What follows belongs to an exercise in optimizing a design on an open flow for small area, a short achievable clock period and few clock cycles per item; a production flow would make more cautious choices.
Where RTL was checked, it was by simulation tests only, not by an equivalence proof against the original.
Only the layout flow was run in runs 1 and 6; the RTL was not checked for function there.
No activity file was given, so power comes from the tool's default toggle rates.

[flow/run.sh]
#!/bin/bash
# Standard layout, with the port buffers made of buf_4 cells instead of the
# cell buffer_ports picks by default. Make's full output goes to flow.log;
# each tool's own logs stay under orfs/logs.
set -euo pipefail
export BUFFER_PORTS_ARGS="-buffer_cell sky130_fd_sc_hd__buf_4"
bash standard.sh > flow.log 2>&1
[standard.sh]
#!/bin/bash
# synth_recipe.tcl (not shown) runs the flow's synth.tcl, then flattens the netlist and writes it again
# the make line also repeats each setting of config.mk as NAME=value (left out here)
make -C /OpenROAD-flow-scripts/flow DESIGN_CONFIG=/design/flow/config.mk WORK_HOME=/design/flow/orfs CLKGATE_MAP_FILE= SYNTH_SCRIPT=/design/flow/synth_recipe.tcl "${@:-finish}"
[config.mk]
export PLATFORM = sky130hd
export DESIGN_NAME = BSW
export DESIGN_NICKNAME = BSW
export VERILOG_FILES = /design/flow/design.v
export SDC_FILE = /design/flow/constraint.sdc
export NUM_CORES = 8
export LEC_CHECK = 0
export ABC_AREA = 1
export CAP_MARGIN = 20
export CORE_MARGIN = 2
export CORE_UTILIZATION = 40
export CTS_CLUSTER_DIAMETER = 80
export CTS_CLUSTER_SIZE = 25
export SLEW_MARGIN = 20
[constraint.sdc]
create_clock -name core_clock -period 24.0 [get_ports {clk}]
set_input_delay 4.8000 -clock core_clock [delete_from_list [all_inputs] [get_ports {clk}]]
set_output_delay 4.8000 -clock core_clock [all_outputs]
set_load 0.01 [all_outputs]
[design.v]
module BSW (
    clk, rst, start,
    i_Q, i_R,
    o_Q_al,
    o_R_al,
    detail_info,
    done
);
    input clk, rst;
    input  [2:0] i_Q, i_R;
    input  start;
    output [2:0] o_Q_al, o_R_al;
    output [8:0] detail_info;
    output done;
    localparam [1:0] C_STOP = 2'd0, C_I = 2'd1, C_D = 2'd2, C_G = 2'd3;
    integer k;
    function ge8;
        input [7:0] a, b;
        reg [7:0] g, l;
        reg [3:0] g1, l1;
        reg [1:0] g2, l2;
        integer t;
        begin
            g = a & ~b;
            l = ~a & b;
            for (t = 0; t < 4; t = t + 1) begin
                g1[t] = g[2*t+1] | (~l[2*t+1] & g[2*t]);
                l1[t] = l[2*t+1] | (~g[2*t+1] & l[2*t]);
            end
            for (t = 0; t < 2; t = t + 1) begin
                g2[t] = g1[2*t+1] | (~l1[2*t+1] & g1[2*t]);
                l2[t] = l1[2*t+1] | (~g1[2*t+1] & l1[2*t]);
            end
            ge8 = ~(l2[1] | (~g2[1] & l2[0]));
        end
    endfunction
    function [11:0] pe_cell;
        input [3:0] ta, tb;
        input noA, noB, mt, c0, c1;
        reg aGEb, selM, sat, hz;
        reg [3:0] tmx;
        reg [2:0] tu, tv;
        reg [1:0] v, code;
        reg [3:0] tdl, tdu;
        reg [4:0] xv;         
        begin
            if (noA) begin
                aGEb = 1'b0; tmx = tb;
            end else if (noB) begin
                aGEb = 1'b1; tmx = ta;
            end else begin
                aGEb = &(ta | ~tb); tmx = ta | tb;
            end
            selM = mt ? tmx[3] : tmx[0];
            tu   = selM ? tmx[3:1] : (mt ? 3'b111 : 3'b000);
            sat  = c0 & ~tu[0];
            tv   = {tu[2:1], tu[0] | sat};
            v    = {tv[1], tv[2] | (tv[0] & ~tv[1])};
            hz   = (c0 & ~tu[1]) | (c1 & ~tu[0]);
            if (hz)        code = C_STOP;
            else if (selM) code = aGEb ? C_I : C_D;
            else           code = c0 ? C_STOP : C_G;
            xv   = {1'b0, tv, 1'b1};
            tdl[0] = (~tb[0] | xv[1]) & (~tb[1] | xv[2]) & (~tb[2] | xv[3]) & ~tb[3];
            tdl[1] = xv[1] & (~tb[0] | xv[2]) & (~tb[1] | xv[3]) & ~tb[2];
            tdl[2] = xv[2] & (~tb[0] | xv[3]) & ~tb[1];
            tdl[3] = xv[3] & ~tb[0];
            tdu[0] = (~ta[0] | xv[1]) & (~ta[1] | xv[2]) & (~ta[2] | xv[3]) & ~ta[3];
            tdu[1] = xv[1] & (~ta[0] | xv[2]) & (~ta[1] | xv[3]) & ~ta[2];
            tdu[2] = xv[2] & (~ta[0] | xv[3]) & ~ta[1];
            tdu[3] = xv[3] & ~ta[0];
            pe_cell = {code, v, tdl, tdu};
        end
    endfunction
    function [7:0] addv;
        input [7:0] C;
        input [1:0] v;
        reg [1:0] lo;
        reg [5:0] hi, hip, him;
        reg cyp, cym;
        integer t;
        begin
            lo  = {~(C[1] ^ v[1] ^ (C[0] | v[0])), ~(C[0] ^ v[0])};
            hi  = C[7:2];
            for (t = 0; t < 6; t = t + 1) begin
                hip[t] = hi[t] ^ (t == 0 ? 1'b1 : &(hi | ~((6'd1 << t) - 6'd1)));
                him[t] = hi[t] ^ (t == 0 ? 1'b1 : ~|(hi & ((6'd1 << t) - 6'd1)));
            end
            cyp = C[1] & v[1] & (C[0] | v[0]);
            cym = ~(C[1] | C[0] | v[1] | v[0]);
            addv = {cyp ? hip : cym ? him : hi, lo};
        end
    endfunction
    reg       run;           
    reg [7:0] cyc;           
    always @(posedge clk or posedge rst) begin
        if (rst) begin
            run <= 1'b0;
            cyc <= 8'd0;
        end else if (!run) begin
            if (start) run <= 1'b1;
            cyc <= 8'd0;
        end else if (cyc != 8'hff) begin
            cyc <= cyc + 8'd1;
        end
    end
    reg in_phase, sc_phase, s2_phase, fin, ps_ok, late;
    always @(posedge clk or posedge rst) begin
        if (rst) begin
            in_phase <= 1'b1;
            sc_phase <= 1'b0;
            s2_phase <= 1'b0;
            fin      <= 1'b0;
            ps_ok    <= 1'b0;
            late     <= 1'b0;
        end else if (!run) begin
            in_phase <= 1'b1;
            sc_phase <= 1'b0;
            s2_phase <= 1'b0;
            fin      <= 1'b0;
            ps_ok    <= 1'b0;
            late     <= 1'b0;
        end else begin
            if (cyc == 8'd62) in_phase <= 1'b0;
            if (cyc == 8'd2)  sc_phase <= 1'b1;
            if (cyc == 8'd66) sc_phase <= 1'b0;
            if (cyc == 8'd4)  s2_phase <= 1'b1;
            if (cyc == 8'd67) s2_phase <= 1'b0;
            fin <= (cyc == 8'd66);
            if (cyc == 8'd5)  ps_ok <= 1'b1;
            if (cyc == 8'd66) late <= 1'b1;
        end
    end
    reg [2:0] m_lo;          
    reg [2:0] m_hi;          
    always @(posedge clk) begin
        m_lo <= {m_lo[1:0], sc_phase};
        m_hi <= {m_hi[1:0], m_hi[0] || (run && cyc == 8'd63)};
        if (!sc_phase) m_hi <= 3'd0;
    end
    wire m_ge1 = m_lo[0], m_ge2 = m_lo[1], m_ge3 = m_lo[2];
    wire m_le60 = !m_hi[0], m_le61 = !m_hi[1], m_le62 = !m_hi[2];
    wire [5:0] ve, vo;
    assign ve[0] = sc_phase && m_ge2 && m_le61;
    assign ve[1] = sc_phase && m_ge1 && m_le62;
    assign ve[2] = sc_phase;
    assign ve[3] = sc_phase && m_ge1 && m_le62;
    assign ve[4] = sc_phase && m_ge2 && m_le61;
    assign ve[5] = sc_phase && m_ge3 && m_le60;
    assign vo[0] = sc_phase && m_ge2 && m_le60;
    assign vo[1] = sc_phase && m_ge1 && m_le61;
    assign vo[2] = sc_phase && m_le62;
    assign vo[3] = sc_phase && m_le62;
    assign vo[4] = sc_phase && m_ge1 && m_le61;
    assign vo[5] = sc_phase && m_ge2 && m_le60;
    reg [127:0] qv, rv;
    wire [1:0] q_in = in_phase ? i_Q[1:0] : qv[127:126];
    wire [1:0] r_in = in_phase ? i_R[1:0] : rv[127:126];
    always @(posedge clk) begin
        qv <= {qv[125:0], q_in};
        rv <= {rv[125:0], r_in};
    end
    wire [129:0] qx = {qv, q_in};         
    wire [129:0] rx = {rv, r_in};
    reg  [5:0] mt_e, mt_o;
    always @(posedge clk) begin
        for (k = 0; k < 6; k = k + 1) begin
            mt_e[k] <= (qx[2*(5-k) +: 2] == rx[2*(1+k) +: 2]);
            mt_o[k] <= (qx[2*(5-k) +: 2] == rx[2*k +: 2]);
        end
    end
    reg  [47:0] hpe, hpo;     
    reg  [23:0] dlo, duo;     
    wire [47:0] he, ho;
    wire [23:0] dle, due, dlo_n, duo_n;
    wire [11:0] ce_w, co_w;
    genvar p;
    generate
        for (p = 0; p < 6; p = p + 1) begin : g_pe
            wire mte = mt_e[p];
            wire mto = mt_o[p];
            wire [7:0] Ce  = hpe[8*p +: 8];
            wire       ce0 = (Ce == 8'd0);
            wire       ce1 = (Ce == 8'd1);
            wire [3:0] tae = dlo[4*p +: 4];
            wire [3:0] tbe;
            if (p == 5) begin : g_b5
                assign tbe = 4'b0001;
            end else begin : g_bn
                assign tbe = duo[4*(p+1) +: 4];
            end
            wire [11:0] re = pe_cell(tae, tbe, 1'b0, p == 5, mte, ce0, ce1);
            wire [7:0]  He = addv(Ce, re[9:8]);
            assign he[8*p +: 8]   = ve[p] ? He : 8'd0;
            assign ce_w[2*p +: 2] = re[11:10];
            assign dle[4*p +: 4]  = ve[p] ? re[7:4] : 4'b0001;
            assign due[4*p +: 4]  = ve[p] ? re[3:0] : 4'b0001;
            wire [7:0] Co  = hpo[8*p +: 8];
            wire       co0 = (Co == 8'd0);
            wire       co1 = (Co == 8'd1);
            wire [3:0] tao;
            if (p == 0) begin : g_a0
                assign tao = 4'b0001;
            end else begin : g_an
                assign tao = dle[4*(p-1) +: 4];
            end
            wire [11:0] ro = pe_cell(tao, due[4*p +: 4], p == 0, 1'b0, mto, co0, co1);
            wire [1:0] vo_ = ro[9:8];
            wire [7:0] Ho  = addv(Co, vo_);
            assign ho[8*p +: 8]    = vo[p] ? Ho : 8'd0;
            assign co_w[2*p +: 2]  = ro[11:10];
            assign dlo_n[4*p +: 4] = vo[p] ? ro[7:4] : 4'b0001;
            assign duo_n[4*p +: 4] = vo[p] ? ro[3:0] : 4'b0001;
        end
    endgenerate
    always @(posedge clk) begin
        hpe <= he;
        hpo <= ho;
        dlo <= dlo_n;
        duo <= duo_n;
    end
    reg  [383:0] bank0, bank1, bank2, bank3;
    wire [23:0]  new_word = {co_w, ce_w};
    always @(posedge clk) begin
        bank0 <= {bank3[359:0], sc_phase ? new_word : bank3[383:360]};
        bank1 <= bank0;
        bank2 <= bank1;
        bank3 <= bank2;
    end
    reg [95:0] mh;
    reg [47:0] mi;
    reg [23:0] s1_h;
    reg [11:0] s1_i;         
    reg [7:0]  best_h;
    reg [5:0]  best_w;
    reg        best_par;
    reg [2:0]  best_p;
    always @(*) begin
        for (k = 0; k < 6; k = k + 1) begin
            mh[8*k +: 8]     = hpe[8*k +: 8]; mi[4*k +: 4]     = {1'b0, k[2:0]};
            mh[8*(k+6) +: 8] = hpo[8*k +: 8]; mi[4*(k+6) +: 4] = {1'b1, k[2:0]};
        end
        for (k = 0; k < 6; k = k + 1) begin
            if (ge8(mh[8*(2*k) +: 8], mh[8*(2*k+1) +: 8])) begin
                mh[8*k +: 8] = mh[8*(2*k) +: 8];   mi[4*k +: 4] = mi[4*(2*k) +: 4];
            end else begin
                mh[8*k +: 8] = mh[8*(2*k+1) +: 8]; mi[4*k +: 4] = mi[4*(2*k+1) +: 4];
            end
        end
        for (k = 0; k < 3; k = k + 1) begin
            if (ge8(mh[8*(2*k) +: 8], mh[8*(2*k+1) +: 8])) begin
                mh[8*k +: 8] = mh[8*(2*k) +: 8];   mi[4*k +: 4] = mi[4*(2*k) +: 4];
            end else begin
                mh[8*k +: 8] = mh[8*(2*k+1) +: 8]; mi[4*k +: 4] = mi[4*(2*k+1) +: 4];
            end
        end
    end
    wire [7:0] g0 = s1_h[7:0], g1 = s1_h[15:8], g2 = s1_h[23:16];
    wire c01 = ge8(g0, g1), c02 = ge8(g0, g2), c12 = ge8(g1, g2);
    wire b0  = !ge8(best_h, g0), b1 = !ge8(best_h, g1), b2 = !ge8(best_h, g2);
    wire t0  = b0 && c01 && c02;
    wire t1  = b1 && !c01 && c12;
    wire t2  = b2 && !c02 && !c12;
    wire [7:0] h63 = hpe[23:16];
    wire w63 = fin && !ge8(best_h, h63) && !ge8(g0, h63)
               && !ge8(g1, h63) && !ge8(g2, h63);
    wire       upd     = s2_phase && (t0 || t1 || t2);
    wire [5:0] w_now   = cyc[5:0] - 6'd5;
    wire [5:0] best_wn = w63 ? 6'd63 : upd ? w_now : best_w;    
    wire       best_parn = w63 ? 1'b0 : !upd ? best_par : t0 ? s1_i[3] : t1 ? s1_i[7] : s1_i[11];
    wire [2:0] best_pn   = w63 ? 3'd2 : !upd ? best_p : t0 ? s1_i[2:0] : t1 ? s1_i[6:4] : s1_i[10:8];
    always @(posedge clk) begin
        s1_h <= mh[23:0];
        s1_i <= mi[11:0];
        if (!run) begin
            best_h   <= 8'd0;
            best_w   <= 6'd0;
            best_par <= 1'b0;
            best_p   <= 3'd2;          
        end else if (w63) begin
            best_h <= h63; best_w <= 6'd63; best_par <= 1'b0; best_p <= 3'd2;
        end else if (upd) begin
            best_w <= w_now;
            if (t0) begin
                best_h <= g0; best_par <= s1_i[3];  best_p <= s1_i[2:0];
            end else if (t1) begin
                best_h <= g1; best_par <= s1_i[7];  best_p <= s1_i[6:4];
            end else begin
                best_h <= g2; best_par <= s1_i[11]; best_p <= s1_i[10:8];
            end
        end
    end
    reg        ps_act;                  
    reg        rc;                      
    reg        shift_r;                 
    reg        strm;                    
    reg        bchg;                    
    reg [3:0]  blk;                     
    reg [5:0]  cin_e, cin_o;            
    reg [5:0]  base;
    reg [5:0]  pe_w;                    
    reg        pe_par;
    reg [2:0]  pe_p;
    reg [4:0]  vtop;                    
    wire [3:0] bE    = pe_w[5:2];
    reg  [63:0] oh;                     
    reg  [15:0] rsel;                   
    function [23:0] sel16x24;
        input [383:0] v;
        input [15:0] s;
        integer a;
        begin
            sel16x24 = 24'd0;
            for (a = 0; a < 16; a = a + 1)
                sel16x24 = sel16x24 | (v[24*a +: 24] & {24{s[a]}});
        end
    endfunction
    wire [95:0] bank_out = {sel16x24(bank3, oh[63:48]), sel16x24(bank2, oh[47:32]),
                            sel16x24(bank1, oh[31:16]), sel16x24(bank0, oh[15:0])};
    wire [95:0] wd;                       
    genvar j;
    generate
        for (j = 0; j < 4; j = j + 1) begin : g_rot
            assign wd[24*j +: 24] = (bank_out[23:0]  & {24{rsel[4*j]}})
                                  | (bank_out[47:24] & {24{rsel[4*j+1]}})
                                  | (bank_out[71:48] & {24{rsel[4*j+2]}})
                                  | (bank_out[95:72] & {24{rsel[4*j+3]}});
        end
    endgenerate
    reg  [5:0]  oE, oO;
    reg  [5:0]  cE, cO;
    reg  [15:0] blk_path;                
    reg  [47:0] stop_hit;                
    reg  [23:0] w;
    integer kk, q;
    wire [3:0] cst_r;
    wire       inj = (ps_act || rc) && blk == bE;
    always @(*) begin
        if (inj || (ps_act && blk > bE)) begin
            cE = 6'd0; cO = 6'd0;
        end else if (rc) begin
            for (q = 0; q < 6; q = q + 1) begin
                cE[q] = (cst_r == q + 1);
                cO[q] = (cst_r == q + 7);
            end
        end else begin
            cE = cin_e; cO = cin_o;
        end
        blk_path = 16'd0;
        stop_hit = 48'd0;
        oE = 6'd0; oO = 6'd0;
        for (kk = 3; kk >= 0; kk = kk - 1) begin
            w = wd[24*kk +: 24];
            for (q = 0; q < 6; q = q + 1)
                oO[q] = cO[q] | (inj && pe_w[1:0] == kk && pe_par && pe_p == q);
            for (q = 0; q < 6; q = q + 1) begin
                oE[q] = cE[q] | (inj && pe_w[1:0] == kk && !pe_par && pe_p == q)
                      | (oO[q] && w[12 + 2*q +: 2] == C_D);
                if (q < 5)
                    oE[q] = oE[q] | (oO[q + 1] && w[12 + 2*(q+1) +: 2] == C_I);
            end
            for (q = 0; q < 6; q = q + 1) begin
                cE[q] = oE[q] && w[2*q +: 2] == C_G;
                cO[q] = (oO[q] && w[12 + 2*q +: 2] == C_G)
                      | (oE[q] && w[2*q +: 2] == C_I);
                if (q > 0)
                    cO[q] = cO[q] | (oE[q - 1] && w[2*(q-1) +: 2] == C_D);
            end
            for (q = 0; q < 6; q = q + 1) begin
                if (oE[q])
                    blk_path[4*kk +: 2] = blk_path[4*kk +: 2]
                        | {w[2*q +: 2] != C_D, w[2*q +: 2] != C_I};
                if (oO[q])
                    blk_path[4*kk + 2 +: 2] = blk_path[4*kk + 2 +: 2]
                        | {w[12 + 2*q +: 2] != C_D, w[12 + 2*q +: 2] != C_I};
                stop_hit[12*kk + q]     = oE[q] && w[2*q +: 2] == C_STOP;
                stop_hit[12*kk + 6 + q] = oO[q] && w[12 + 2*q +: 2] == C_STOP;
            end
        end
    end
    wire found = |stop_hit;
    reg [1:0] f_k;
    reg       f_par;
    reg [2:0] f_p;
    always @(*) begin
        f_k = 2'd0; f_par = 1'b0; f_p = 3'd0;
        for (k = 0; k < 48; k = k + 1) begin
            if (k / 12 == 1 || k / 12 == 3) f_k[0] = f_k[0] | stop_hit[k];
            if (k / 12 >= 2)                f_k[1] = f_k[1] | stop_hit[k];
            if ((k % 12) >= 6)              f_par  = f_par  | stop_hit[k];
            if ((k % 6) & 1)                f_p[0] = f_p[0] | stop_hit[k];
            if ((k % 6) & 2)                f_p[1] = f_p[1] | stop_hit[k];
            if ((k % 6) & 4)                f_p[2] = f_p[2] | stop_hit[k];
        end
    end
    reg [63:0] cst;
    reg [3:0]  cin_x;
    always @(*) begin
        cin_x = 4'd0;
        for (q = 0; q < 6; q = q + 1) begin
            if (cin_e[q]) cin_x = cin_x | (q + 1);
            if (cin_o[q]) cin_x = cin_x | (q + 7);
        end
    end
    assign cst_r = cst[4*blk +: 4];
    wire merge  = ps_act && (blk < bE) && ({1'b0, blk} < vtop) && (blk >= s_b)
                  && (cin_x == cst_r);
    wire ps_end = ps_act && (merge || found);      
    wire free   = !ps_act || ps_end;
    wire bnew   = upd || w63;                      
    wire ps_go  = ps_ok && !strm && (fin || (bchg && !ps_act));
    wire [3:0] go_b = fin ? 4'd15 : best_w[5:2];
    wire abort  = ps_go && ps_act && !ps_end;
    wire st_go  = late && !fin && !strm && free;
    wire st_mg  = late && !fin && !strm && merge;
    wire st0    = st0_r || st_mg;
    always @(posedge clk or posedge rst) begin
        if (rst) begin
            ps_act <= 1'b0;
            strm   <= 1'b0;
            bchg   <= 1'b1;
            vtop   <= 5'd0;
        end else if (!run) begin
            ps_act <= 1'b0;
            strm   <= 1'b0;
            bchg   <= 1'b1;
            vtop   <= 5'd0;
        end else begin
            if (ps_go)       ps_act <= 1'b1;
            else if (ps_end) ps_act <= 1'b0;
            if (st_go) strm <= 1'b1;
            bchg <= ps_go ? (bnew && !fin) : (bchg || bnew);
            if (ps_end)
                vtop <= {1'b0, bE};
            else if (abort)
                vtop <= (vtop < {1'b0, blk}) ? vtop : {1'b0, blk};
        end
    end
    always @(posedge clk) begin
        if (ps_go) begin
            pe_w   <= fin ? best_wn   : best_w;
            pe_par <= fin ? best_parn : best_par;
            pe_p   <= fin ? best_pn   : best_p;
        end
        cin_e <= cE;
        cin_o <= cO;
        for (k = 0; k < 16; k = k + 1)
            if (ps_act && blk < bE && blk == k) cst[4*k +: 4] <= cin_x;
    end
    reg [5:0] base_n;
    always @(*) begin
        if (ps_go)
            base_n = fin ? 6'd1 : cyc[5:0] - 6'd6 - {best_w[5:2], 2'b00};
        else if (st0)
            base_n = cyc[5:0] - 6'd10 - {s_b, 2'b00};
        else if (ps_act)
            base_n = base + 6'd5;
        else
            base_n = shift_r ? base - 6'd3 : base + 6'd1;
    end
    always @(posedge clk) begin
        base <= base_n;
        if (ps_go)          blk <= go_b;
        else if (st0)       blk <= s_b + 4'd1;
        else if (ps_act)    blk <= blk - 4'd1;
        else if (shift_r)   blk <= blk + 4'd1;
        for (k = 0; k < 64; k = k + 1)
            oh[k] <= ((k / 16) < base_n[1:0]) ? (base_n[5:2] == ((k + 15) % 16))
                                              : (base_n[5:2] == (k % 16));
        for (k = 0; k < 16; k = k + 1)
            rsel[k] <= ((base_n[1:0] + 2'd3 - (k / 4)) & 2'd3) == (k % 4);
    end
    reg [15:0] pcur, pnext, pprev;
    reg        st0_r;            
    reg [3:0]  s_b;
    reg [1:0]  s_k;
    reg        s_par;
    reg [2:0]  s_p;
    reg        sa_act;           
    reg [6:0]  sa_d;             
    reg [5:0]  sa_qp, sa_rp;     
    reg        sb_end;
    reg        sb_q, sb_r;
    reg [2:0]  dcnt;
    reg        done_r;
    reg [2:0]  oq, orr;
    reg [8:0]  det;
    wire [5:0] s_w  = {s_b, s_k};
    wire [6:0] s_i  = {1'b0, s_w} + s_p - 7'd2;
    wire [6:0] s_j  = {1'b0, s_w} + 7'd2 - s_p + s_par;
    wire [6:0] s_d  = {s_w, s_par};
    wire [6:0] e_i  = {1'b0, best_w} + best_p - 7'd2;
    wire [6:0] e_j  = {1'b0, best_w} + 7'd2 - best_p + best_par;
    wire [6:0] e_d  = {best_w, best_par};
    wire [6:0] cd   = st0 ? s_d : sa_d;
    function [1:0] mux64x2;
        input [127:0] v;
        input [5:0] s;
        reg [127:0] t;
        integer a, l;
        begin
            t = v;
            for (l = 0; l < 6; l = l + 1)
                for (a = 0; a < (32 >> l); a = a + 1)
                    t[2*a +: 2] = s[l] ? t[2*(2*a+1) +: 2] : t[2*(2*a) +: 2];
            mux64x2 = t[1:0];
        end
    endfunction
    wire [31:0] win  = {pn_eff, pc_eff};
    wire [3:0]  i1   = {1'b0, cd[2:0]} + 4'd1;
    wire [3:0]  i2   = {1'b0, cd[2:0]} + 4'd2;
    wire [1:0]  e1   = win[2*i1 +: 2];
    wire [1:0]  e2   = win[2*i2 +: 2];
    wire        use1 = (e1 != 2'b00);
    wire [1:0]  nc   = use1 ? e1 : e2;
    wire [6:0]  nd   = use1 ? cd + 7'd1 : cd + 7'd2;
    wire        shift = (st0 || sa_act) && !last && (nd[6:3] != cd[6:3]);
    wire       last = (cd == e_d);
    wire [5:0] cqp = st0 ? cyc[5:0] - s_i[5:0] : sa_qp;
    wire [5:0] crp = st0 ? cyc[5:0] - s_j[5:0] : sa_rp;
    always @(posedge clk or posedge rst) begin
        if (rst) begin
            st0_r  <= 1'b0;
            sa_act <= 1'b0;
            sb_end <= 1'b0;
            done_r <= 1'b0;
            dcnt   <= 3'd0;
        end else if (!run) begin
            st0_r  <= 1'b0;
            sa_act <= 1'b0;
            sb_end <= 1'b0;
            done_r <= 1'b0;
            dcnt   <= 3'd0;
        end else begin
            st0_r <= st_go && !st_mg;
            if (st0 || sa_act) begin
                sa_act <= !last;
                sb_end <= last;
            end
            done_r <= strm || st_mg;     
            if ((st0 || dcnt != 3'd0) && dcnt != 3'd7) dcnt <= dcnt + 3'd1;
        end
    end
    always @(posedge clk) begin
        if (!run) begin
            s_b   <= 4'd0;
        end else if (ps_act && !merge && found) begin
            s_b   <= blk;
            s_k   <= f_k;
            s_par <= f_par;
            s_p   <= f_p;
        end
        if (st0 || sa_act) begin
            sb_q  <= nc[1];
            sb_r  <= nc[0];
            sa_d  <= nd;
            sa_qp <= cqp + {5'd0, !nc[1]};
            sa_rp <= crp + {5'd0, !nc[0]};
        end
    end
    reg [15:0] pprev2;
    reg        fnd_r, mrg_r;
    wire [15:0] pc_eff = fnd_r ? pprev : pcur;
    wire [15:0] pn_eff = (fnd_r || mrg_r) ? pprev2 : (merge && blk == s_b) ? pprev : pnext;
    always @(posedge clk) begin
        pprev  <= blk_path;
        pprev2 <= pprev;
        fnd_r  <= ps_act && !merge && found;
        mrg_r  <= merge && blk == s_b;
        if (shift) begin
            pcur  <= pn_eff;
        end else begin
            pcur  <= pc_eff;
            pnext <= rc ? blk_path : pn_eff;
        end
    end
    always @(posedge clk or posedge rst) begin
        if (rst) begin
            shift_r <= 1'b0;
            rc      <= 1'b0;
        end else begin
            shift_r <= run && shift;
            rc      <= run && shift_r;
        end
    end
    wire       o_q = st0 | sb_q;
    wire       o_r = st0 | sb_r;
    wire [1:0] qb  = mux64x2(qv, cqp);
    wire [1:0] rb  = mux64x2(rv, crp);
    always @(posedge clk) begin
        if (sb_end && !st0) begin
            oq  <= 3'd0;
            orr <= 3'd0;
        end else begin
            oq  <= o_q ? ((qb == 2'd0) ? 3'd4 : {1'b0, qb}) : 3'd5;
            orr <= o_r ? ((rb == 2'd0) ? 3'd4 : {1'b0, rb}) : 3'd5;
        end
        case (dcnt)
            3'd0: det <= {2'b0, s_i};
            3'd1: det <= {2'b0, s_j};
            3'd2: det <= {2'b0, e_i};
            3'd3: det <= {2'b0, e_j};
            3'd4: det <= {1'b0, best_h};
            default: det <= 9'd0;
        endcase
    end
    assign o_Q_al      = oq;
    assign o_R_al      = orr;
    assign detail_info = det;
    assign done        = done_r;
endmodule
==> results.toml, run 1 <==
[grt]
grt_pass1_wl_um = 436000
antenna_found_initial = 16
grt_max_degree = 81
track_usage_pct = 27.9
grt_pass1_vias = 64813
grt_remaining_overflow = 0

[clock_network]
numCtsBuffers = 117
clkSlewWorstSetupHoldPaths_ns = 0.10
clock_latency_ns = 0.84
clk_path_buf_depth = 3
h-tree-depth = 3
postCtsHoldBufs = 0
cts_tree = "built"
clkSinkCount = 2304
postCtsSetupBuffers = 0
cts_resized = 0
cts-root-buf = "clkbuf_16"

[final_layout]
fill_cells = 20311
seqCellArea_um2 = 47600
drive_gt1_share_pct = 6.13
multiInputGateArea_um2 = 31200
final_util_pct = 43.7
final_area_um2 = 90700
nNetsFinal = 9888
areaGrowthSynthToFinish_pct = 8.42

[power_and_ir_drop]
total_power_uw = 14500
vdd_drop_max_v = 0.0000891
power_density_nw_per_um2 = 160
leakagePower_uw = 0.0391

[placed_design]
placed_cell_area_um2 = 87000
dp_hpwl_um = 201000
pre_cts_slack_ns = 17.02
gp_congestion = 0.980
io_buffers = 21

[timing]
period_needed_ns = 7.00
rsz0062_at_grt = "false"
timing.fmax_mhz = 143
hold_viol_final = 0
fin_ws_ns = 17.00
tightest_slew_ns = 1.28
finalSetupViolations = 0
maxSlewViolCount = 0
tns_ns = 0
fin_skew_ns = 0.0791
slew_headroom_pct = 14.3
fin_crit_sh_pct = 29.2

[floorplanning]
die_y_um = 461
fp.dieW_um = 461
io_pins = 25
die_area_um2 = 213000
core_region_area_um2 = 207000
start_util_pct = 40.3
fp-row-count = 167

[critical_path]
critical_path_class = "flip-flop to flip-flop"
slowest_stage = "clkinv_1"
required_ns = 24.72
cp-start-kind = "flip-flop"
worstSetupEndpointType = "flip-flop"
crit_path_frequent_cell = "buf_4"
critPathMaxFanout = 65
cp_slowest_stage_delay_ns = 0.69
cp.arrival_ns = 7.72

[synthesis]
syn-cell-area_um2 = 83700
seq_area_frac_synth_pct = 56.8
synth.distinct_cells = 85
synth_edf_count = 121
synthArstFlopShare_pct = 1.35
synthCells = 9803
syn_nets = 9934
ys_warn_count = 1
synth_area_per_cell_um2 = 8.53
ys_seq_elements = 2304
synth_flop_cell = "dfxtp_1"

[routing]
drt_iter0_markers = 7800
viasPerCell = 5.47
via_count = 68876
post-route-drc-count = 0
antenna_left = 0
drt_pass1_iterations = 7
wl_um = 304000
post_drt_wl_per_cell_um = 24.1

[flow_run]
max_cap_viol_count = 0

[run_status]
outcome = "timing/DRC/antenna clean"

[min_path]
hp-class = "flip-flop to flip-flop"
-- flip-flops by register name, summed over array words and instances (netlist names), 14 cells and up --
register	cells
cst	64
dlo	24
bank0	384
bank1	384
s1_h	24
bank3	384
pcur	14
duo	20
bank2	384
hpe	48
oh	64
pprev	16
pprev2	16
rv	128
pnext	16
hpo	48
qv	128
-- area by class of cell --
| class | instances | area share, % |
|---|---|---|
| multi-input cells | 6209 | 34.4 |
| inverters | 970 | 4.02 |
| repair buffers | 155 | 1.28 |
| clock buffers | 125 | 3.28 |
| clock inverters | 40 | 0.712 |
| flip-flops and latches | 2304 | 52.5 |
| diodes | 5 | 0.0138 |
| well taps | 2788 | 3.85 |
-- cells in the mapped netlist (72+ instances only) --
| cell type | n | area [µm²] |
|---|---|---|
| a21oi_1 | 290 | 1450 |
| a221oi_1 | 72 | 631 |
| a22o_1 | 103 | 902 |
| buf_2 | 89 | 445 |
| clkbuf_1 | 191 | 717 |
| dfxtp_1 | 2152 | 43100 |
| edfxtp_1 | 121 | 3630 |
| ha_1 | 116 | 1450 |
| inv_1 | 945 | 3550 |
| nand2_1 | 2394 | 8990 |
| nand3_1 | 296 | 1480 |
| nand4_1 | 194 | 1210 |
| nor2_1 | 1081 | 4060 |
| nor3_1 | 139 | 696 |
| o211ai_1 | 73 | 548 |
| o21ai_0 | 634 | 3170 |
| o221ai_1 | 81 | 709 |
| o22ai_1 | 156 | 976 |
-- per-layer routing --
layer	vias to the layer above	GRT usage, %	part of all wire (%)
li1	32180	-	-
met1	32973	37.7	42
met2	3075	42.9	43
met3	646	5.07	9.0
met4	2	13.8	5.8
met5	-	0	0.0043
-- where the power goes --
group	internal (µW)	switching, µW	leakage [µW]
sequential	5130	812	0.0194
combinational	1790	4450	0.0179
clock	972	1320	0.00175
-- cell families (layout without fill, tap and decap cells) --
group	count (synthesis)	count (layout)	share of synthesized area, %
simple gates	4331	4331	21.8
flops	2304	2304	56.8
compound gates	1666	1666	12.5
buf+inv	1290	1290	6.17
fa+ha+maj	122	122	1.88
xor+xnor	88	88	0.921
other cells	1	6	0.00448
mux	1	1	0.0135
-- worst max-delay path, delay by kind of cell, from the launching register on --
kind / cells / cell delay (ns)
DFF: 1 / 0.36
and+or+nand+nor: 10 / 1.72
AOI/OAI and AO/OA: 8 / 1.44
buffers and inverters: 7 / 3.05
adders and majority gates: 1 / 0.25
-- cells in the final DEF (no fill, tap or decap), types with 116 or more instances in the layout --
| master | synthesis | layout |
|---|---|---|
| a21oi_1 | 290 | 290 |
| buf_4 | 8 | 154 |
| clkbuf_16 | 0 | 117 |
| dfxtp_1 | 2152 | 2091 |
| edfxtp_1 | 121 | 121 |
| ha_1 | 116 | 116 |
| inv_1 | 945 | 941 |
| nand2_1 | 2394 | 2393 |
| nand3_1 | 296 | 296 |
| nand4_1 | 194 | 194 |
| nor2_1 | 1081 | 1081 |
| nor3_1 | 139 | 136 |
| o21ai_0 | 634 | 630 |
| o22ai_1 | 156 | 155 |
-- final timing paths --
kind,endpoint,from,depth (start not counted),slack (ns)
setup / recovery,oq[0],blk[0],26,17.00
hold reg to reg,rv[36],rv[34],0,0.30
hold / removal,rv[36],rv[34],0,0.30
max in group asynchronous,sc_phase,rst,3,19.51
min in group asynchronous,rc,rst,3,4.09
setup reg to reg,oq[0],blk[0],26,17.00
-- per-stage QoR --
step                hold WS [ns]  instances
CTS                        0.312      12590
finish                     0.300      12596
detailed placement         0.330      12425
floorplan                  0.326       9803
global placement           0.329      12423
global route               0.321      12592
==> run 2, diff against run 1 <==
--- a/design.v
+++ b/design.v
@@ -492,7 +492,7 @@
     wire [6:0] e_i  = {1'b0, best_w} + best_p - 7'd2;
     wire [6:0] e_j  = {1'b0, best_w} + 7'd2 - best_p + best_par;
     wire [6:0] e_d  = {best_w, best_par};
-    wire [6:0] cd   = st0 ? s_d : sa_d;
+    wire [6:0] cd   = st0_r ? s_d : sa_d;
     function [1:0] mux64x2;
         input [127:0] v;
         input [5:0] s;
@@ -516,8 +516,8 @@
     wire [6:0]  nd   = use1 ? cd + 7'd1 : cd + 7'd2;
     wire        shift = (st0 || sa_act) && !last && (nd[6:3] != cd[6:3]);
     wire       last = (cd == e_d);
-    wire [5:0] cqp = st0 ? cyc[5:0] - s_i[5:0] : sa_qp;
-    wire [5:0] crp = st0 ? cyc[5:0] - s_j[5:0] : sa_rp;
+    wire [5:0] cqp = st0_r ? cyc[5:0] - s_i[5:0] : sa_qp;
+    wire [5:0] crp = st0_r ? cyc[5:0] - s_j[5:0] : sa_rp;
     always @(posedge clk or posedge rst) begin
         if (rst) begin
             st0_r  <= 1'b0;
@@ -556,6 +556,12 @@
             sa_d  <= nd;
             sa_qp <= cqp + {5'd0, !nc[1]};
             sa_rp <= crp + {5'd0, !nc[0]};
+        end else if (!strm) begin
+            sb_q  <= 1'b1;
+            sb_r  <= 1'b1;
+            sa_d  <= s_d;
+            sa_qp <= cyc[5:0] + 6'd1 - s_i[5:0];
+            sa_rp <= cyc[5:0] + 6'd1 - s_j[5:0];
         end
     end
     reg [15:0] pprev2;
@@ -583,12 +589,12 @@
             rc      <= run && shift_r;
         end
     end
-    wire       o_q = st0 | sb_q;
-    wire       o_r = st0 | sb_r;
+    wire       o_q = st0_r | sb_q;
+    wire       o_r = st0_r | sb_r;
     wire [1:0] qb  = mux64x2(qv, cqp);
     wire [1:0] rb  = mux64x2(rv, crp);
     always @(posedge clk) begin
-        if (sb_end && !st0) begin
+        if (sb_end) begin
             oq  <= 3'd0;
             orr <= 3'd0;
         end else begin
==> results.toml, run 2 <==
[grt]
grt_remaining_overflow = 0
grt_pass1_vias = 64379
antenna_found_initial = 21
track_usage_pct = 27.5
grt_util_met1_pct = 37.9
top_usage_layer = "met2"
grt_pass1_wl_um = 430000
grt_max_degree = 74
use_met2_pct = 41.6
gr-usage-met3_pct = 5.40

[routing]
drt_iter0_markers = 7999
viasPerCell = 5.49
wl_um = 300000
via_count = 69125
antenna_left = 0
post_drt_wl_per_cell_um = 23.8
drt_pass1_iterations = 6
post-route-drc-count = 0

[floorplanning]
fp.dieW_um = 461
core_region_area_um2 = 207000
die_area_um2 = 213000
fp-row-count = 167
io_pins = 25
start_util_pct = 40.3
die_y_um = 461

[clock_network]
cts_tree = "built"
cts_resized = 0
clkSlewWorstSetupHoldPaths_ns = 0.10
clkSinkCount = 2304
postCtsSetupBuffers = 0
numCtsBuffers = 117
postCtsHoldBufs = 0
clk_path_buf_depth = 3
cts-root-buf = "clkbuf_16"
clock_latency_ns = 0.86
h-tree-depth = 3

[synthesis]
synth_area_leader_cell = "dfxtp_1"
ys_warn_count = 1
synth_edf_count = 121
synth_top_area_share_pct = 51.5
synth_flop_cell = "dfxtp_1"
synth.distinct_cells = 73
yosys-top-cells-area = "dfxtp_1 52%, nand2_1 11%, nor2_1 4.9%"
synthArstFlopShare_pct = 1.35
ys_seq_elements = 2304
synth_area_per_cell_um2 = 8.55
synthCells = 9788
yosysMostFrequentCell = "nand2_1"
syn-cell-area_um2 = 83600
seq_area_frac_synth_pct = 56.8
syn_nets = 9933
synth_top_cells_by_count = "2,390 x nand2_1, 2,152 x dfxtp_1, 1,103 x nor2_1, 913 x inv_1, 614 x o21ai_0"

[power_and_ir_drop]
power_density_nw_per_um2 = 164
vdd_drop_max_v = 0.0000968
leakagePower_uw = 0.0392

[placed_design]
dp_hpwl_um = 201000
placed_cell_area_um2 = 87000
dp.cells = 12414
gp_congestion = 1.01
io_buffers = 21

[timing]
timing.hold.ws_ns = 0.313
fin_crit_sh_pct = 28.2
slew_headroom_pct = 16.7
maxSlewViolCount = 0
tightest_slew_ns = 1.25
period_needed_ns = 6.78
tns_ns = 0
rsz0062_at_grt = "false"
hold_viol_final = 0
timing.fmax_mhz = 148
fin_skew_ns = 0.0684
finalSetupViolations = 0

[min_path]
hp-class = "flip-flop to flip-flop"

[final_layout]
nNetsFinal = 9890
final_cell_mix = "2,387 x nand2_1, 2,090 x dfxtp_1, 1,103 x nor2_1"
fin_cells = 12591
final_common_cell = "nand2_1"
fill_cells = 20365
final_area_um2 = 90600
areaGrowthSynthToFinish_pct = 8.33
drive_gt1_share_pct = 5.51
multiInputGateArea_um2 = 31200
seqCellArea_um2 = 47600

[critical_path]
cp-start-kind = "flip-flop"
worstSetupEndpointType = "flip-flop"
slowest_stage = "edfxtp_1"
cp_slowest_stage_delay_ns = 0.91
worst-path-buf-inv = 6
required_ns = 24.70
crit_path_frequent_cell = "nand2_1"
critical_path_class = "flip-flop to flip-flop"
path_delay_family = "simple AND/OR/NAND/NOR gates"
cp.arrival_ns = 7.48
critPathMaxFanout = 34

[flow_run]
max_cap_viol_count = 0

[run_status]
outcome = "timing/DRC/antenna clean"
[run 2: metrics by stage]
| stage | utilization, % | power [µW] | setup WS [ns] |
|---|---|---|---|
| 6_report | 43.7 | 14900 | 17.22 |
| 5_1_grt | 43.7 | 15800 | 16.58 |
| 4_1_cts | 43.7 | 14700 | 17.19 |
| 3_5_place_dp | 41.9 | 12500 | 17.24 |
| 3_3_place_gp | 41.9 | 12300 | 17.26 |
| 2_1_floorplan | - | 10000 | 18.54 |
[run 2: per-layer routing]
layer	vias to the layer above	wire, µm	share of wire [%]
met5	-	0	0
met4	0	14700	4.9
met3	627	28400	9.5
met2	3131	128000	43
met1	33163	129000	43
li1	32204	-	-
[run 2: cells by family (layout without fill, tap and decap cells)]
family	Yosys count	after routing	share of synthesized area, %
xor gates and xnor gates	98	98	1.03
AOI/OAI and AO/OA	1672	1672	12.4
and+or+nand+nor	4303	4303	21.5
muxes	10	10	0.127
buffers and inverters	1262	1263	6.06
DFF	2304	2304	56.8
adders and majority gates	138	138	2.13
other	1	15	0.00448
[run 2: final timing paths]
check,start,end,slack [ns],cells past startpoint
max,blk[1],pcur[2],17.22,26
min,bank2[309],bank3[309],0.31,0
max reg2reg,blk[1],pcur[2],17.22,26
min reg2reg,bank2[309],bank3[309],0.31,0
max in group asynchronous,rst,sc_phase,19.50,3
min in group asynchronous,rst,done_r,4.07,3
[run 2: final cells by class]
cell class | instances | area share, %
clock inverter | 33 | 0.649
antenna | 14 | 0.0387
inverter | 938 | 3.89
multi-input combinational | 6222 | 34.4
timing repair buffer | 162 | 1.34
clock buffer | 130 | 3.34
sequential | 2304 | 52.5
tap | 2788 | 3.85
[run 2: power breakdown]
part           internal, µW  leakage [µW]  switching [µW]
combinational          1940        0.0180            4610
clock                   951       0.00175            1330
sequential             5170        0.0194             858
total                  8060        0.0392            6800
Testbench counts of run 2, summed over its fixed seeds: cycles 44,498, items 320.
==> run 3, diff against run 2 <==
==> flow/run.sh (replaced) <==
#!/bin/bash
# Standard layout, with the port buffers made of buf_4 cells instead of the
# cell buffer_ports picks by default, and timing repair aiming at 18.2 ns of
# setup slack (the clock period stays the design's). Make's full output goes
# to flow.log; each tool's own logs stay under orfs/logs.
set -euo pipefail
export BUFFER_PORTS_ARGS="-buffer_cell sky130_fd_sc_hd__buf_4"
export SETUP_SLACK_MARGIN=18.2
bash standard.sh > flow.log 2>&1
--- a/config.mk
+++ b/config.mk
@@ -8,7 +8,7 @@
 export ABC_AREA = 1
 export CAP_MARGIN = 20
 export CORE_MARGIN = 2
-export CORE_UTILIZATION = 40
+export CORE_UTILIZATION = 50
 export CTS_CLUSTER_DIAMETER = 80
 export CTS_CLUSTER_SIZE = 25
 export SLEW_MARGIN = 20
==> results.toml, run 3 <==
[grt]
grt_util_met1_pct = 46.3
grt_pass1_wl_um = 440000
grt_max_degree = 85
use_met2_pct = 57.2
top_usage_layer = "met2"
grt_pass1_vias = 64067
track_usage_pct = 35.8
grt_remaining_overflow = 0
antenna_found_initial = 17
gr-usage-met3_pct = 5.96

[synthesis]
yosysMostFrequentCell = "nand2_1"
synthArstFlopShare_pct = 1.35
yosys-top-cells-area = "dfxtp_1 52%, nand2_1 11%, nor2_1 4.9%"
synth_area_leader_cell = "dfxtp_1"
synth_top_cells_by_count = "2,390 x nand2_1, 2,152 x dfxtp_1, 1,103 x nor2_1, 913 x inv_1, 614 x o21ai_0"
synth_flop_cell = "dfxtp_1"
synth_edf_count = 121
ys_warn_count = 1
synth_area_per_cell_um2 = 8.55
syn-cell-area_um2 = 83600
synth_top_area_share_pct = 51.5
synth.distinct_cells = 73
seq_area_frac_synth_pct = 56.8
ys_seq_elements = 2304
synthCells = 9788
syn_nets = 9933

[min_path]
min_path_cells = 0
hp-class = "flip-flop to flip-flop"

[flow_run]
max_cap_viol_count = 0

[floorplanning]
core_region_area_um2 = 167000
die_y_um = 413
io_pins = 25
fp-row-count = 150
start_util_pct = 50.2
fp.dieW_um = 413
die_area_um2 = 171000

[routing]
drt_iter0_markers = 7471
via_count = 69169
post-route-drc-count = 0
wl_um = 313000
viasPerCell = 5.75
post_drt_wl_per_cell_um = 26.0
drt_pass1_iterations = 8
antenna_left = 0

[clock_network]
cts-root-buf = "clkbuf_16"
h-tree-depth = 3
clkSinkCount = 2304
clock_latency_ns = 0.88
cts_tree = "built"
clkSlewWorstSetupHoldPaths_ns = 0.10
numCtsBuffers = 117
clk_path_buf_depth = 3

[critical_path]
cp.arrival_ns = 1.49
path_delay_family = "flip-flops"
required_ns = 19.20
cp-start-kind = "flip-flop"
cp_slowest_stage_delay_ns = 0.50
r2r_cells = 25
critPathMaxFanout = 1
critical_path_class = "flip-flop to output pin"
worst-path-buf-inv = 1
worstPathCellList = "buf_6"
slowest_stage = "dfrtp_2"
worst-path-stages = 1
worstSetupEndpointType = "output pin"

[final_layout]
final_cell_mix = "2,387 x nand2_1, 2,076 x dfxtp_1, 1,091 x nor2_1"
nNetsFinal = 9898
final_common_cell = "nand2_1"
areaGrowthSynthToFinish_pct = 8.09
fin_cells = 12035
drive_gt1_share_pct = 6.18

[timing]
fin_crit_sh_pct = 26.2
tns_ns = 0
tightest_slew_ns = 1.29
fin_ws_ns = 17.71
finalSetupViolations = 0
maxSlewViolCount = 0
slew_headroom_pct = 13.3
rsz0062_at_grt = "true"
fin_skew_ns = 0.0794
hold_viol_final = 0
period_needed_ns = 6.29
timing.fmax_mhz = 159

[placed_design]
dp_hpwl_um = 216000
dp.cells = 11831
io_buffers = 21
pre_cts_slack_ns = 17.11
gp_congestion = 1.03

[power_and_ir_drop]
vdd_drop_max_v = 0.000101
power_density_nw_per_um2 = 167
leakagePower_uw = 0.0394

[run_status]
outcome = "timing/DRC/antenna clean"
## run 3: cell type report
class                   instances  area [µm²]
inverters                     938        3540
multi-input cells            6222       31400
fillers                     15558       76200
repair buffers                169        1340
diodes                         23        57.6
repair inverters                1        7.51
flip-flops and latches       2304       47600
well taps                    2204        2760
clock inverters                43         699
clock buffers                 131        3040
## run 3: timing repair
action / CTS / global route
endpoints found under the hold margin: 0 / 0
endpoints found under the setup margin: 105 / 87
setup buffers: 3 / 3
gates resized for setup: 49 / 37
hold buffers: 0 / 0
gates cloned: 1 / 0
## run 3: metal layers
metal  vias up  routed length (µm)
li1      32217                   -
met1     33108              127000
met2      3081              140000
met3       751               25700
met4        12               20600
met5         -                  84
## run 3: power by group
part	switching, µW	total, µW	internal (µW)
Combinational	4700	6670	1970
Sequential	929	6110	5180
Clock	1350	2310	966
Total	6980	15100	8110
## run 3: cell families after synthesis
kind of cell | after synthesis | share of synthesized area, %
multiplexers | 10 | 0.127
flip-flops | 2304 | 56.8
XOR/XNOR | 98 | 1.03
AND/OR/NAND/NOR | 4303 | 21.5
adder cells (fa/ha/maj) | 138 | 2.13
buffers and inverters | 1262 | 6.06
AO/OA/AOI/OAI | 1672 | 12.4
other | 1 | 0.00448
## run 3: final timing paths
kind                            start         end  slack [ns]
min                        bank1[158]  bank2[158]        0.31
min in group asynchronous         rst      done_r        4.14
max in group asynchronous         rst          rc       19.37
min reg2reg                bank1[158]  bank2[158]        0.31
max                            done_r        done       17.71
max reg2reg                    oh[63]      s_p[2]       18.31
## run 3: per-stage QoR
step / cell area, µm² / power [µW] / hold WS (ns) / utilization [%]
6_report: 90400 / 15100 / 0.308 / 54.3
4_1_cts: 90200 / 14900 / 0.300 / 54.1
5_1_grt: 90400 / 16000 / 0.313 / 54.2
3_5_place_dp: 86300 / 12600 / 0.331 / 51.8
3_3_place_gp: 86200 / 12500 / 0.330 / 51.7
2_1_floorplan: 83600 / 10000 / 0.326 / -
==> run 4, diff against run 3 <==
--- a/config.mk
+++ b/config.mk
@@ -8,7 +8,7 @@
 export ABC_AREA = 1
 export CAP_MARGIN = 20
 export CORE_MARGIN = 2
-export CORE_UTILIZATION = 50
+export CORE_UTILIZATION = 40
 export CTS_CLUSTER_DIAMETER = 80
 export CTS_CLUSTER_SIZE = 25
 export SLEW_MARGIN = 20
==> results.toml, run 4 <==
[run_status]
outcome = "timing/DRC/antenna clean"

[synthesis]
synth-simple-area-share_pct = 21.5
synth_area_leader_cell = "dfxtp_1"
synth_area_per_cell_um2 = 8.55
synth_flop_cell = "dfxtp_1"
syn-cell-area_um2 = 83600
post_synth_fa_ha_maj_area_fraction_pct = 2.13
synthArstFlopShare_pct = 1.35
syn_nets = 9933
synthCells = 9788
synth_xor_area_share_pct = 1.03
yosysMostFrequentCell = "nand2_1"
synth_top_family_by_area = "simple AND/OR/NAND/NOR gates"
muxShareOfSynthArea_pct = 0.127
seq_area_frac_synth_pct = 56.8
yosys-top-cells-area = "dfxtp_1 52%, nand2_1 11%, nor2_1 4.9%"
synth_top_cells_by_count = "2,390 x nand2_1, 2,152 x dfxtp_1, 1,103 x nor2_1, 913 x inv_1, 614 x o21ai_0"
synth.distinct_cells = 73
synth_compound_area_share_pct = 12.4
ys_seq_elements = 2304
ys_warn_count = 1
synth_edf_count = 121
synth_top_area_share_pct = 51.5

[placed_design]
io_buffers = 21
dp_hpwl_um = 201000
gp_congestion = 1.01

[final_layout]
nNetsFinal = 9895
seqCellArea_um2 = 47600
final_common_cell = "nand2_1"
multiInputGateArea_um2 = 31300
drive_gt1_share_pct = 5.85
fill_cells = 20340
final_util_pct = 43.8
final_cell_mix = "2,386 x nand2_1, 2,077 x dfxtp_1, 1,099 x nor2_1"
areaGrowthSynthToFinish_pct = 8.58

[routing]
drt_pass1_iterations = 7
viasPerCell = 5.49
wl_um = 301000
post-route-drc-count = 0
drt_iter0_markers = 7969
post_drt_wl_per_cell_um = 23.9
via_count = 69069
antenna_left = 0

[critical_path]
critical_path_class = "flip-flop to output pin"
cp_slowest_stage_delay_ns = 0.38
critPathLaunch = "done_r"
cp.arrival_ns = 1.32
worst-path-buf-inv = 1
required_ns = 19.20
worst_r2r_startpoint = "oh[44]"
worstSetupEndpointType = "output pin"
cp-start-kind = "flip-flop"
critPathMaxFanout = 1
path_delay_family = "flip-flops"
worstPathCellList = "buf_6"
slowest_stage = "dfrtp_1"

[timing]
tns_ns = 0
fin_skew_ns = 0.0666
maxSlewViolCount = 0
slew_headroom_pct = 13.1
tightest_slew_ns = 1.30
period_needed_ns = 6.12
finalSetupViolations = 0
rsz0062_at_grt = "true"
timing.hold.ws_ns = 0.319
timing.fmax_mhz = 163
fin_crit_sh_pct = 25.5
hold_viol_final = 0

[floorplanning]
core_region_area_um2 = 207000
die_area_um2 = 213000
fp.dieW_um = 461
io_pins = 25
start_util_pct = 40.3
fp-row-count = 167
die_y_um = 461

[clock_network]
clkSlewWorstSetupHoldPaths_ns = 0.10
cts_tree = "built"
clk_path_buf_depth = 3
h-tree-depth = 3
clkSinkCount = 2304
cts-root-buf = "clkbuf_16"
numCtsBuffers = 117
clock_latency_ns = 0.85

[grt]
grt_max_degree = 74
antenna_found_initial = 21
grt_pass1_vias = 64438
track_usage_pct = 27.5
grt_remaining_overflow = 0
grt_pass1_wl_um = 431000

[flow_run]
max_cap_viol_count = 0

[min_path]
hold_start = "bank0[207]"
hp-class = "flip-flop to flip-flop"

[power_and_ir_drop]
leakagePower_uw = 0.0393
vdd_drop_max_v = 0.0000972
power_density_nw_per_um2 = 164
-- run 4: cells by family after synthesis --
family	after synthesis
buffers and inverters	1262
AOI/OAI and AO/OA	1672
and+or+nand+nor	4303
DFF	2304
adders and majority gates	138
muxes	10
xor gates and xnor gates	98
other	1
-- run 4: cell type report --
cell class	instances	share of cell area, %
Clock buffer	130	3.33
Clock inverter	33	0.647
Timing Repair inverter	1	0.00827
Inverter	938	3.89
Tap cell	2788	3.84
Multi-Input combinational cell	6222	34.4
Timing Repair Buffer	166	1.44
Sequential cell	2304	52.4
Antenna cell	8	0.0220
-- run 4: repair_timing --
action                                  4_1_cts  5_1_grt
hold buffers                                  0        0
cloned                                        1        0
resized for setup                            36       22
setup buffers                                 4        0
endpoints found under the setup margin       82       84
-- run 4: worst reg2reg max path: cells and delay by family (launching register included) --
kind | cells | cell delay, ns
AND/OR/NAND/NOR | 24 | 3.50
buffers and inverters | 1 | 0.60
flip-flops | 1 | 0.84
AO/OA/AOI/OAI | 3 | 0.60
-- run 4: per-layer routing --
metal | GRT usage (%) | up-vias | routed length (µm)
li1 | - | 32198 | -
met1 | 37.9 | 33167 | 129000
met2 | 41.7 | 3077 | 127000
met3 | 5.42 | 627 | 28900
met4 | 12.0 | 0 | 15400
met5 | 0 | - | 0
-- run 4: stage by stage --
step,worst slack (ns),instance area [µm²],total power (µW),instances
2_1_floorplan,18.54,83600,10000,9788
6_report,17.88,90800,14900,12590
3_3_place_gp,17.26,86900,12300,12413
4_1_cts,17.80,90700,14800,12582
3_5_place_dp,17.24,87000,12500,12414
5_1_grt,17.81,90800,15800,12583
-- run 4: path summary, 6_finish.rpt --
check                      depth (start not counted)         end  slack [ns]
min in group asynchronous                          3      done_r        4.06
hold reg to reg                                    0  bank1[207]        0.32
setup / recovery                                   1        done       17.88
hold / removal                                     0  bank1[207]        0.32
setup reg to reg                                  28      s_b[3]       18.41
max in group asynchronous                          3    sc_phase       19.50
-- run 4: where the power goes --
| part | switching, µW | internal (µW) |
|---|---|---|
| Combinational | 4630 | 1950 |
| Sequential | 856 | 5180 |
| Clock | 1330 | 952 |
==> run 5, diff against run 4 <==
--- a/config.mk
+++ b/config.mk
@@ -9,6 +9,6 @@
 export CAP_MARGIN = 20
 export CORE_MARGIN = 2
 export CORE_UTILIZATION = 40
-export CTS_CLUSTER_DIAMETER = 80
-export CTS_CLUSTER_SIZE = 25
+export CTS_CLUSTER_DIAMETER = 100
+export CTS_CLUSTER_SIZE = 30
 export SLEW_MARGIN = 20
==> results.toml, run 5 <==
[routing]
drt-met1-wl_um = 129000
dr.max_layer_used = "met4"
via_count = 69032
route.met2.wl_um = 127000
wl_um = 300000
viasPerCell = 5.50
post-route-drc-count = 0
drt_pass1_iterations = 6
post_drt_wl_per_cell_um = 23.9
wl_met3_um = 28200
antenna_left = 0
drt_iter0_markers = 8261

[timing]
hold_viol_final = 0
fin_skew_ns = 0.0680
timing.fmax_mhz = 163
maxSlewViolCount = 0
rsz0062_at_grt = "true"
fin_ws_ns = 17.87
slew_headroom_pct = 18.6
tightest_slew_ns = 1.22
tns_ns = 0
period_needed_ns = 6.13
finalSetupViolations = 0
fin_crit_sh_pct = 25.5

[clock_network]
clock_latency_ns = 0.84
cts-root-buf = "clkbuf_16"
clkSinkCount = 2304
clkSlewWorstSetupHoldPaths_ns = 0.11
postCtsHoldBufs = 0
cts_tree = "built"
clk_path_buf_depth = 3
numCtsBuffers = 94
h-tree-depth = 3

[flow_run]
max_cap_viol_count = 0

[synthesis]
syn_nets = 9933
syn-cell-area_um2 = 83600
ys_warn_count = 1
ys_seq_elements = 2304
synth_area_per_cell_um2 = 8.55
synthArstFlopShare_pct = 1.35
synth_flop_cell = "dfxtp_1"
yosys-top-cells-area = "dfxtp_1 52%, nand2_1 11%, nor2_1 4.9%"
synth_top_area_share_pct = 51.5
synth.distinct_cells = 73
synthCells = 9788
synth_top_cells_by_count = "2,390 x nand2_1, 2,152 x dfxtp_1, 1,103 x nor2_1, 913 x inv_1, 614 x o21ai_0"
synth_edf_count = 121
synth_area_leader_cell = "dfxtp_1"
yosysMostFrequentCell = "nand2_1"
seq_area_frac_synth_pct = 56.8

[grt]
track_usage_pct = 27.5
antenna_found_initial = 23
grt_remaining_overflow = 0
grt_max_degree = 74
grt_pass1_vias = 64047
grt_pass1_wl_um = 430000

[placed_design]
dp_hpwl_um = 201000
io_buffers = 21
gp_congestion = 1.01
placed_cell_area_um2 = 87000
pre_cts_slack_ns = 17.24

[critical_path]
critPathMaxFanout = 1
worst-path-buf-inv = 1
required_ns = 19.20
cp-start-kind = "flip-flop"
path_delay_family = "flip-flops"
worstSetupEndpointType = "output pin"
cp_slowest_stage_delay_ns = 0.40
cp.arrival_ns = 1.33
worstPathCellList = "buf_6"
critical_path_class = "flip-flop to output pin"
slowest_stage = "dfxtp_4"

[final_layout]
final_cell_mix = "2,387 x nand2_1, 2,077 x dfxtp_1, 1,099 x nor2_1"
nNetsFinal = 9871
final_common_cell = "nand2_1"
drive_gt1_share_pct = 5.45
final_area_um2 = 90100
areaGrowthSynthToFinish_pct = 7.74

[min_path]
hp-class = "flip-flop to flip-flop"

[floorplanning]
io_pins = 25
die_area_um2 = 213000
fp-row-count = 167
die_y_um = 461
start_util_pct = 40.3
core_region_area_um2 = 207000
fp.dieW_um = 461

[power_and_ir_drop]
power_density_nw_per_um2 = 163
total_power_uw = 14700
leakagePower_uw = 0.0389
vdd_drop_max_v = 0.0000975

[run_status]
outcome = "timing/DRC/antenna clean"
run 5: final timing paths:
path	cells past startpoint	slack (ns)	startpoint	to
max	1	17.87	det[2]	detail_info[2]
max reg2reg	27	18.42	oh[9]	s_b[3]
min	0	0.32	bank2[45]	bank3[45]
max in group asynchronous	3	19.51	rst	sc_phase
min in group asynchronous	3	4.06	rst	done_r
min reg2reg	0	0.32	bank2[45]	bank3[45]
run 5: report_power, final:
group,internal (µW),switching (µW)
clock,782,1270
sequential,5180,856
combinational,1950,4620
run 5: per-stage QoR:
step | utilization (%) | hold WS (ns) | cells
5_1_grt | 43.4 | 0.316 | 12549
3_3_place_gp | 41.9 | 0.329 | 12413
6_report | 43.4 | 0.315 | 12556
3_5_place_dp | 41.9 | 0.330 | 12414
4_1_cts | 43.4 | 0.304 | 12548
2_1_floorplan | - | 0.326 | 9788
run 5: cells by family after synthesis:
| logic type | share of synthesized area (%) |
|---|---|
| compound gates | 12.4 |
| xor+xnor | 1.03 |
| fa+ha+maj | 2.13 |
| buf+inv | 6.06 |
| flops | 56.8 |
| mux | 0.127 |
| other cells | 0.00448 |
| simple gates | 21.5 |
run 5: layout make-up:
class / instances / area [µm²]
Sequential cell: 2304 / 47600
Inverter: 938 / 3530
Clock buffer: 107 / 2420
Clock inverter: 23 / 504
Timing Repair Buffer: 165 / 1300
Fill cell: 20413 / 117000
Multi-Input combinational cell: 6222 / 31300
Timing Repair inverter: 1 / 7.51
Antenna cell: 8 / 20.0
Tap cell: 2788 / 3490
run 5: timing repair:
action,in CTS,in global routing
setup buffers,3,0
setup endpoints to repair,85,82
cloned,1,0
resized for setup,35,21
run 5: layer usage:
metal  up-vias  global-route usage, %
met5         -                      0
met4         0                   12.1
met3       641                   4.78
met2      3203                   41.7
met1     33068                   38.1
li1      32120                      -
==> run 6, diff against run 5 <==
--- a/design.v
+++ b/design.v
@@ -393,7 +393,7 @@
             if ((k % 6) & 4)                f_p[2] = f_p[2] | stop_hit[k];
         end
     end
-    reg [63:0] cst;
+    reg [59:0] cst;                    
     reg [3:0]  cin_x;
     always @(*) begin
         cin_x = 4'd0;
@@ -402,7 +402,7 @@
             if (cin_o[q]) cin_x = cin_x | (q + 7);
         end
     end
-    assign cst_r = cst[4*blk +: 4];
+    assign cst_r = (blk == 4'd15) ? 4'd0 : cst[4*blk +: 4];
     wire merge  = ps_act && (blk < bE) && ({1'b0, blk} < vtop) && (blk >= s_b)
                   && (cin_x == cst_r);
     wire ps_end = ps_act && (merge || found);      
@@ -444,7 +444,7 @@
         end
         cin_e <= cE;
         cin_o <= cO;
-        for (k = 0; k < 16; k = k + 1)
+        for (k = 0; k < 15; k = k + 1)
             if (ps_act && blk < bE && blk == k) cst[4*k +: 4] <= cin_x;
     end
     reg [5:0] base_n;
--- a/config.mk
+++ b/config.mk
@@ -9,6 +9,6 @@
 export CAP_MARGIN = 20
 export CORE_MARGIN = 2
 export CORE_UTILIZATION = 40
-export CTS_CLUSTER_DIAMETER = 100
-export CTS_CLUSTER_SIZE = 30
+export CTS_CLUSTER_DIAMETER = 80
+export CTS_CLUSTER_SIZE = 25
 export SLEW_MARGIN = 20
==> results.toml, run 6 <==
[synthesis]
ys_seq_elements = 2300
yosysMostFrequentCell = "nand2_1"
synth.distinct_cells = 80
synth_flop_cell = "dfxtp_1"
synth_area_per_cell_um2 = 8.62
synth_edf_count = 117
synthCells = 9626
syn_nets = 9771
synth_top_area_share_pct = 51.9
synth_area_leader_cell = "dfxtp_1"
synth_top_cells_by_count = "2,344 x nand2_1, 2,152 x dfxtp_1, 1,089 x nor2_1, 828 x inv_1, 582 x o21ai_0"
synthArstFlopShare_pct = 1.35
syn-cell-area_um2 = 83000
seq_area_frac_synth_pct = 57.1
ys_warn_count = 1
yosys-top-cells-area = "dfxtp_1 52%, nand2_1 11%, nor2_1 4.9%"

[critical_path]
path_delay_family = "flip-flops"
required_ns = 19.20
r2r_cells = 27
critPathMaxFanout = 1
worst-path-buf-inv = 1
cp_slowest_stage_delay_ns = 0.49
rrSetupSlack_ns = 18.46
worst-path-stages = 1
worstPathCellList = "buf_6"
critical_path_class = "flip-flop to output pin"
cp-start-kind = "flip-flop"
worstSetupEndpointType = "output pin"
slowest_stage = "dfrtp_2"
cp.arrival_ns = 1.46

[final_layout]
final_common_cell = "nand2_1"
nNetsFinal = 9725
fin_cells = 12354
final_cell_mix = "2,337 x nand2_1, 2,075 x dfxtp_1, 1,081 x nor2_1"
drive_gt1_share_pct = 6.14
areaGrowthSynthToFinish_pct = 8.80

[power_and_ir_drop]
power_density_nw_per_um2 = 169
leakagePower_uw = 0.0388
vdd_drop_max_v = 0.000119
total_power_uw = 15200

[min_path]
min_path_cells = 0
hp-class = "flip-flop to flip-flop"

[clock_network]
clk_path_buf_depth = 3
cts_tree = "built"
h-tree-depth = 3
clock_latency_ns = 0.85
cts-root-buf = "clkbuf_16"
clkSinkCount = 2300
numCtsBuffers = 117
clkSlewWorstSetupHoldPaths_ns = 0.10

[floorplanning]
fp.dieW_um = 459
fp-row-count = 167
io_pins = 25
start_util_pct = 40.1
die_y_um = 459
die_area_um2 = 211000
core_region_area_um2 = 207000

[routing]
antenna_left = 0
post_drt_wl_per_cell_um = 24.9
via_count = 68804
wl_um = 308000
drt_iter0_markers = 8052
post-route-drc-count = 0
viasPerCell = 5.57
drt_pass1_iterations = 9

[timing]
period_needed_ns = 6.26
tightest_slew_ns = 1.30
fin_skew_ns = 0.0496
tns_ns = 0
finalSetupViolations = 0
hold_viol_final = 0
slew_headroom_pct = 13.3
timing.fmax_mhz = 160
timing.hold.ws_ns = 0.328
fin_crit_sh_pct = 26.1
maxSlewViolCount = 0
rsz0062_at_grt = "true"

[grt]
grt_pass1_wl_um = 435000
grt_max_degree = 68
antenna_found_initial = 16
track_usage_pct = 28.1
grt_pass1_vias = 63971
grt_remaining_overflow = 0

[placed_design]
io_buffers = 21
dp.cells = 12160
dp_hpwl_um = 206000
gp_congestion = 0.988

[run_status]
outcome = "timing/DRC/antenna clean"

[flow_run]
max_cap_viol_count = 0
run 6: changes by cell type after synthesis, sizes merged, moves of 16 or more:
cell	previous run	this run
nor4	65	81
a22o	134	105
nand2	2423	2373
inv	923	842
nand3	298	258
nand4	207	188
o22ai	166	148
a21oi	317	336
a221oi	82	166
run 6: layout make-up:
cell class / count / area [µm²]
clock buffer: 128 / 3040
clock inverter: 42 / 641
inverter: 856 / 3230
timing repair buffer: 160 / 1280
antenna: 19 / 47.5
tap: 2704 / 3380
multi-input combinational: 6145 / 31200
fill: 20253 / 116000
sequential: 2300 / 47500
run 6: where the power goes:
group          leakage (µW)  internal [µW]  switching [µW]
Clock               0.00178            962            1340
Combinational        0.0176           2010            4830
Sequential           0.0194           5170             889
run 6: per-layer routing:
metal	part of all wire, %	wire length [µm]	vias to the layer above	global-route usage (%)
met1	41	125000	32912	37.2
met2	43	133000	3256	43.6
li1	-	-	31879	-
met5	0.0052	16	-	0
met4	6.4	19600	4	14.4
met3	9.8	30200	753	5.65
run 6: kinds of logic after synthesis:
kind of cell / share of synthesized area, %
flip-flops: 57.1
AND/OR/NAND/NOR: 21.0
buffers and inverters: 5.63
adder cells (fa/ha/maj): 2.14
AO/OA/AOI/OAI: 13.1
other: 0.00452
XOR/XNOR: 1.08
run 6: path summary, 6_finish.rpt:
check                            from    endpoint
hold / removal             bank2[170]  bank3[170]
setup reg to reg                oh[8]    pnext[2]
hold reg to reg            bank2[170]  bank3[170]
max in group asynchronous         rst        late
setup / recovery               done_r        done
min in group asynchronous         rst      done_r
run 6: per-stage QoR:
step	area (µm²)	setup WS [ns]	utilization (%)
finish	90300	17.74	43.7
CTS	90100	17.70	43.6
global route	90300	17.71	43.7
floorplan	83000	18.54	-
detailed placement	86300	17.75	41.7
global placement	86300	17.74	41.7
run 6: repair_timing:
| action | CTS | global route |
|---|---|---|
| hold buffers | 0 | 0 |
| pin swaps | 1 | 1 |
| resized for setup | 39 | 26 |
| setup endpoints to repair | 55 | 90 |
| setup buffers | 2 | 2 |

## port drivers added, routing unchanged
No port has a modelled driver above. Below, the same layouts with a new extraction and two added sets of constraints.
Step 1: set_driving_cell puts a clkbuf_16 on clk and a buf_2 on each other input, an assumption about the parent block.
Step 2 adds t to the input delays and takes it off the output delays; t is the mean of the earliest and latest rising clock arrival at the registers after step 1. Input paths then give back, and output paths get back, about the clock's delay inside the block.
Three values: no drivers, after step 1, after step 2; two values: the first two.
run | shift t [ns] | setup slack, ns | worst data-port slew with drivers (ns)
run 1 | 0.888 | 16.999 / 16.999 / 16.999 | 0.03
run 2 | 0.916 | 17.223 / 17.223 / 17.223 | 0.03
run 3 | 0.931 | 17.709 / 17.617 / 18.309 | 0.06
run 4 | 0.909 | 17.882 / 17.793 / 18.273 | 0.03
run 5 | 0.904 | 17.874 / 17.785 / 18.294 | 0.03
run 6 | 0.920 | 17.735 / 17.642 / 18.363 | 0.10
After both steps setup and hold are still met in every run listed.
